From an optimization exercise on the open Yosys and OpenROAD flow, aimed at small area, a short achievable clock period and few clock cycles; shortcuts taken in it are not production practice.
The RTL was checked by simulation tests, not by an equivalence proof against the original design.
No activity file was given, so power comes from the tool's default toggle rates.

==> flow/design.v <==
module mips_pipeline (
    input  wire        clk,
    input  wire        reset,
    output wire [31:0] imem_addr,
    input  wire [31:0] imem_rdata,
    output wire [31:0] dmem_addr,
    output wire [31:0] dmem_wdata,
    output wire        dmem_we,
    output wire        dmem_re,
    input  wire [31:0] dmem_rdata
);
reg  [9:0]  pc;
reg  [9:0]  pc_o;        
reg  [31:0] x_a;         
reg  [31:0] x_b;         
reg  [31:0] x_sd;        
reg  [4:0]  x_sh;        
reg  [9:0]  x_target;    
reg  [4:0]  x_dst;
reg         x_inv;
reg         x_fsd;       
reg         x_sum, x_and, x_or, x_nor, x_slt, x_sll, x_srl;
reg         x_wr_alu, x_wr_ld, x_load, x_store, x_br;
reg  [31:0] m_res;       
reg  [31:0] m_wdata;
reg  [4:0]  m_dst;
reg  [31:1] m_we_oh;     
reg         m_regwrite;  
reg         m_load;      
reg         m_re, m_we;
wire [31:0] ins = imem_rdata;
wire [5:0]  op  = ins[31:26];
wire [4:0]  rs  = ins[25:21];
wire [4:0]  rt  = ins[20:16];
wire [4:0]  rd  = ins[15:11];
wire [5:0]  fn  = ins[5:0];
wire f_r    = (op == 6'h00);
wire f_radd = f_r & (fn == 6'h20);
wire f_rsub = f_r & (fn == 6'h22);
wire f_rand = f_r & (fn == 6'h24);
wire f_ror  = f_r & (fn == 6'h25);
wire f_rnor = f_r & (fn == 6'h27);
wire f_rslt = f_r & (fn == 6'h2a);
wire f_rsll = f_r & (fn == 6'h00);
wire f_rsrl = f_r & (fn == 6'h02);
wire f_addi = (op == 6'h08);
wire f_andi = (op == 6'h0c);
wire f_ori  = (op == 6'h0d);
wire f_slti = (op == 6'h0a);
wire f_lw   = (op == 6'h23);
wire f_sw   = (op == 6'h2b);
wire f_beq  = (op == 6'h04);
wire f_same = (rs == rt);
wire f_bc   = f_beq & ~f_same;               
wire f_ialu   = f_addi | f_andi | f_ori | f_slti;
wire f_rknown = f_radd | f_rsub | f_rand | f_ror | f_rnor | f_rslt | f_rsll | f_rsrl;
wire [4:0] f_dst = f_r ? rd : rt;
wire f_nz     = (f_dst != 5'd0);
wire f_wr_alu = (f_rknown | f_ialu) & f_nz;
wire f_wr_ld  = f_lw & f_nz;
wire f_inv    = f_rsub | f_rslt | f_slti;    
wire stall = x_wr_ld & ((x_dst == rs) | (x_dst == rt));
wire [9:0] pc1      = pc + 10'd1;
wire [9:0] f_target = pc1 + ins[9:0];
wire       x_taken;
wire [9:0] pc_next  = x_taken ? x_target :
                      stall   ? pc :
                      (f_beq & f_same) ? f_target : pc1;
always @(posedge clk or posedge reset)
  if (reset) pc <= 10'd0;
  else       pc <= pc_next;
always @(posedge clk)
  pc_o <= reset ? 10'd0 : pc_next;
assign imem_addr = {20'd0, pc_o, 2'b00};
wire [31:0] m_val = m_load ? dmem_rdata : m_res;
wire [31:0] rf [0:31];
assign rf[0] = 32'd0;
genvar gi;
generate
  for (gi = 1; gi < 32; gi = gi + 1) begin : g_rf
    reg [31:0] r;
    always @(posedge clk)
      if (m_we_oh[gi]) r <= ~m_val;    
    assign rf[gi] = ~r;
  end
endgenerate
wire [31:0] res;
wire fwd_a = x_wr_alu & (x_dst == rs);
wire fwd_b = x_wr_alu & (x_dst == rt);
wire byp_a = m_regwrite & (m_dst == rs);
wire byp_b = m_regwrite & (m_dst == rt);
function [31:0] rdport(input [4:0] sl);
  reg [31:0] t [0:31];
  integer i, w;
  begin
    for (i = 0; i < 32; i = i + 1) t[i] = {32{sl == i}} & rf[i];
    for (w = 16; w >= 1; w = w / 2)
      for (i = 0; i < w; i = i + 1) t[i] = t[2*i] | t[2*i+1];
    rdport = t[0];
  end
endfunction
wire [31:0] rf_a = rdport(rs);
wire [31:0] rf_b = rdport(rt);
integer k;
wire [31:0] rd_a = fwd_a ? res : byp_a ? m_val : rf_a;
wire f_useb  = f_r | f_beq;
wire s_fwd_p = f_useb & fwd_b & ~f_inv;
wire s_fwd_n = f_useb & fwd_b &  f_inv;
wire s_byp   = f_useb & ~fwd_b & byp_b;
wire s_rf_p  = f_useb & ~fwd_b & ~byp_b & ~f_inv;
wire s_rf_n  = f_useb & ~fwd_b & ~byp_b &  f_inv;
wire [31:0] f_immx = {{16{ins[15]}}, ins[15:0]} ^ {32{f_inv}};
wire [31:0] f_bop = ({32{s_fwd_p}} & res) | ({32{s_fwd_n}} & ~res) |
                    ({32{s_rf_p}} & rf_b) | ({32{s_rf_n}} & ~rf_b) |
                    ({32{s_byp}} & (m_val ^ {32{f_inv}})) | ({32{~f_useb}} & f_immx);
always @(posedge clk) begin
  x_a      <= rd_a;
  x_b      <= f_bop;
  x_sd     <= byp_b ? m_val : rf_b;
  x_fsd    <= fwd_b;
  x_sh     <= ins[10:6];
  x_target <= f_target;
  x_dst    <= f_dst;
  x_inv    <= f_inv;
  x_sum    <= f_radd | f_rsub | f_addi | f_lw | f_sw;
  x_and    <= f_rand | f_andi;
  x_or     <= f_ror | f_ori;
  x_nor    <= f_rnor;
  x_slt    <= f_rslt | f_slti;
  x_sll    <= f_rsll;
  x_srl    <= f_rsrl;
end
wire f_ok = ~x_taken & ~stall;
always @(posedge clk or posedge reset)
  if (reset) begin
    x_wr_alu <= 1'b0;
    x_wr_ld  <= 1'b0;
    x_load   <= 1'b0;
    x_store  <= 1'b0;
    x_br     <= 1'b0;
  end else begin
    x_wr_alu <= f_wr_alu & f_ok;
    x_wr_ld  <= f_wr_ld & f_ok;
    x_load   <= f_lw & f_ok;
    x_store  <= f_sw & f_ok;
    x_br     <= f_bc & f_ok;
  end
wire [31:0] a = x_a;
wire [31:0] b = x_b;
wire [31:0] p0 = a ^ b;
wire [31:0] g0 = a & b;
reg  [31:0] gk, pk, gn, pn;
integer j, d;
always @(*) begin
  gk = g0; pk = p0;
  gk[0] = g0[0] | (p0[0] & x_inv);
  for (d = 1; d < 32; d = d * 2) begin
    gn = gk; pn = pk;
    for (j = d; j < 32; j = j + 1) begin
      gn[j] = gk[j] | (pk[j] & gk[j-d]);
      pn[j] = pk[j] & pk[j-d];
    end
    gk = gn; pk = pn;
  end
end
wire [31:0] c   = {gk[30:0], x_inv};
wire [31:0] sum = p0 ^ c;
wire        lt  = (a[31] == b[31]) ? a[31] : ~c[31];
function [31:0] rev(input [31:0] v);
  integer i;
  for (i = 0; i < 32; i = i + 1) rev[i] = v[31-i];
endfunction
wire [31:0] shin = x_sll ? rev(x_b) : x_b;
wire [31:0] shr  = shin >> x_sh;
reg [31:0] r;
always @(*) begin
  r = 32'd0;
  if (x_sum) r = r | sum;
  if (x_and) r = r | (a & b);
  if (x_or)  r = r | (a | b);
  if (x_nor) r = r | ~(a | b);
  if (x_slt) r = r | {31'd0, lt};
  if (x_sll) r = r | rev(shr);
  if (x_srl) r = r | shr;
end
assign res = r;
assign x_taken = x_br & (x_a == x_b);
always @(posedge clk) begin
  m_res   <= res;
  m_wdata <= x_fsd ? m_res : x_sd;
  m_dst   <= x_dst;
  for (k = 1; k < 32; k = k + 1) m_we_oh[k] <= (x_wr_alu | x_wr_ld) & (x_dst == k);
end
always @(posedge clk or posedge reset)
  if (reset) begin
    m_regwrite <= 1'b0;
    m_load     <= 1'b0;
    m_re       <= 1'b0;
    m_we       <= 1'b0;
  end else begin
    m_regwrite <= x_wr_alu | x_wr_ld;
    m_load     <= x_wr_ld;
    m_re       <= x_load;
    m_we       <= x_store;
  end
assign dmem_addr  = m_res;
assign dmem_wdata = m_wdata;
assign dmem_we    = m_we;
assign dmem_re    = m_re;
endmodule
export LEC_CHECK = 0
export ABC_AREA = 1
export CAP_MARGIN = 20
export CORE_MARGIN = 2
export CORE_UTILIZATION = 40
export CTS_CLUSTER_DIAMETER = 60
export CTS_CLUSTER_SIZE = 30
export SLEW_MARGIN = 20
export TNS_END_PERCENT = 20
create_clock -name core_clock -period 7.5 [get_ports {clk}]
standard.sh (not shown) runs the stock make flow with config.mk's settings and CLKGATE_MAP_FILE= SYNTH_SCRIPT=/design/flow/synth_recipe.tcl, a recipe that flattens the netlist after the stock synthesis.
==> flow/flow/run.sh <==
#!/bin/bash
# Standard layout with three changes:
#  - ports buffered by buf_4 cells instead of the default delay-cell buffers;
#  - no gate cloning in timing repair (a clone can overload its driver after
#    the last design repair);
#  - timing repair aims at a setup margin of 4.8 ns up to clock tree synthesis
#    and 4.65 ns after global routing.
set -e
export BUFFER_PORTS_ARGS="-buffer_cell sky130_fd_sc_hd__buf_4"
export SKIP_GATE_CLONING=1
SETUP_SLACK_MARGIN=4.8 bash standard.sh cts > standard_cts.log 2>&1
SETUP_SLACK_MARGIN=4.65 bash standard.sh > standard_finish.log 2>&1
The starting point finished with timing, DRC and antenna clean.
Testbench counts at the start, summed over its fixed seeds: cycles 23,348.
==> next run, changes <==
--- a/flow/design.v
+++ b/flow/design.v
@@ -19,12 +19,13 @@
 reg  [4:0]  x_dst;
 reg         x_inv;
 reg         x_fsd;       
 reg         x_sum, x_and, x_or, x_nor, x_slt, x_sll, x_srl;
 reg         x_wr_alu, x_wr_ld, x_load, x_store, x_br;
 reg  [31:0] m_res;       
+reg  [31:0] m_addr;      
 reg  [31:0] m_wdata;
 reg  [4:0]  m_dst;
 reg  [31:1] m_we_oh;     
 reg         m_regwrite;  
 reg         m_load;      
 reg         m_re, m_we;
@@ -77,34 +78,31 @@
 assign rf[0] = 32'd0;
 genvar gi;
 generate
   for (gi = 1; gi < 32; gi = gi + 1) begin : g_rf
     reg [31:0] r;
     always @(posedge clk)
-      if (m_we_oh[gi]) r <= ~m_val;    
-    assign rf[gi] = ~r;
+      if (m_we_oh[gi]) r <= m_val;
+    assign rf[gi] = r;
   end
 endgenerate
 wire [31:0] res;
 wire fwd_a = x_wr_alu & (x_dst == rs);
 wire fwd_b = x_wr_alu & (x_dst == rt);
 wire byp_a = m_regwrite & (m_dst == rs);
 wire byp_b = m_regwrite & (m_dst == rt);
-function [31:0] rdport(input [4:0] sl);
-  reg [31:0] t [0:31];
-  integer i, w;
-  begin
-    for (i = 0; i < 32; i = i + 1) t[i] = {32{sl == i}} & rf[i];
-    for (w = 16; w >= 1; w = w / 2)
-      for (i = 0; i < w; i = i + 1) t[i] = t[2*i] | t[2*i+1];
-    rdport = t[0];
-  end
-endfunction
-wire [31:0] rf_a = rdport(rs);
-wire [31:0] rf_b = rdport(rt);
+reg [31:0] rf_a, rf_b;
 integer k;
+always @(*) begin
+  rf_a = 32'd0;
+  rf_b = 32'd0;
+  for (k = 1; k < 32; k = k + 1) begin
+    rf_a = rf_a | ({32{rs == k}} & rf[k]);
+    rf_b = rf_b | ({32{rt == k}} & rf[k]);
+  end
+end
 wire [31:0] rd_a = fwd_a ? res : byp_a ? m_val : rf_a;
 wire f_useb  = f_r | f_beq;
 wire s_fwd_p = f_useb & fwd_b & ~f_inv;
 wire s_fwd_n = f_useb & fwd_b &  f_inv;
 wire s_byp   = f_useb & ~fwd_b & byp_b;
 wire s_rf_p  = f_useb & ~fwd_b & ~byp_b & ~f_inv;
@@ -184,27 +182,29 @@
   if (x_srl) r = r | shr;
 end
 assign res = r;
 assign x_taken = x_br & (x_a == x_b);
 always @(posedge clk) begin
   m_res   <= res;
+  m_addr  <= sum;
   m_wdata <= x_fsd ? m_res : x_sd;
   m_dst   <= x_dst;
-  for (k = 1; k < 32; k = k + 1) m_we_oh[k] <= (x_wr_alu | x_wr_ld) & (x_dst == k);
 end
 always @(posedge clk or posedge reset)
   if (reset) begin
     m_regwrite <= 1'b0;
+    m_we_oh    <= 31'd0;
     m_load     <= 1'b0;
     m_re       <= 1'b0;
     m_we       <= 1'b0;
   end else begin
     m_regwrite <= x_wr_alu | x_wr_ld;
+    for (k = 1; k < 32; k = k + 1) m_we_oh[k] <= (x_wr_alu | x_wr_ld) & (x_dst == k);
     m_load     <= x_wr_ld;
     m_re       <= x_load;
     m_we       <= x_store;
   end
-assign dmem_addr  = m_res;
+assign dmem_addr  = m_addr;
 assign dmem_wdata = m_wdata;
 assign dmem_we    = m_we;
 assign dmem_re    = m_re;
 endmodule
The new run completed with no timing, DRC or antenna violations.
Setup slack gets better by 0.070 ns.
Count of clock-buffer cells in the layout rises by 15.
Synthesized area rises by 8.4%.
Routed wire length rises by 18%.
Sequential power rises by about 2%.
Register-to-register slack gets worse by 0.02 ns.
Die area rises by 8.3%.
First-iteration DRC count rises by 20%.
Power rises by 4.4%.
Testbench counts after the change, summed over its fixed seeds: cycles 23,348.

[separate check: timing with driven ports]
No port has a modelled driver above. Below, the same layouts with a new extraction and two added sets of constraints.
Step 1: set_driving_cell puts a clkbuf_16 on clk and a buf_2 on each other input, an assumption about the parent block.
Step 2 times the ports against the registers' clock, not the clock port: input delays grow and output delays shrink by t, the midpoint of the rising clock arrivals with the driver on.
Three values: no drivers, after step 1, after step 2; two values: the first two.
| run | t, ns | setup slack, ns | worst setup path after step 2 |
|---|---|---|---|
| the first run | 0.861 | 4.349 / 4.366 / 3.505 | input to register |
| the second run | 0.877 | 4.419 / 4.414 / 3.536 | input to register |
After both steps setup and hold are still met in every run listed. The setup slack of the second run, which loses most, moves by -0.005 ns with the drivers and by -0.883 ns with both steps.
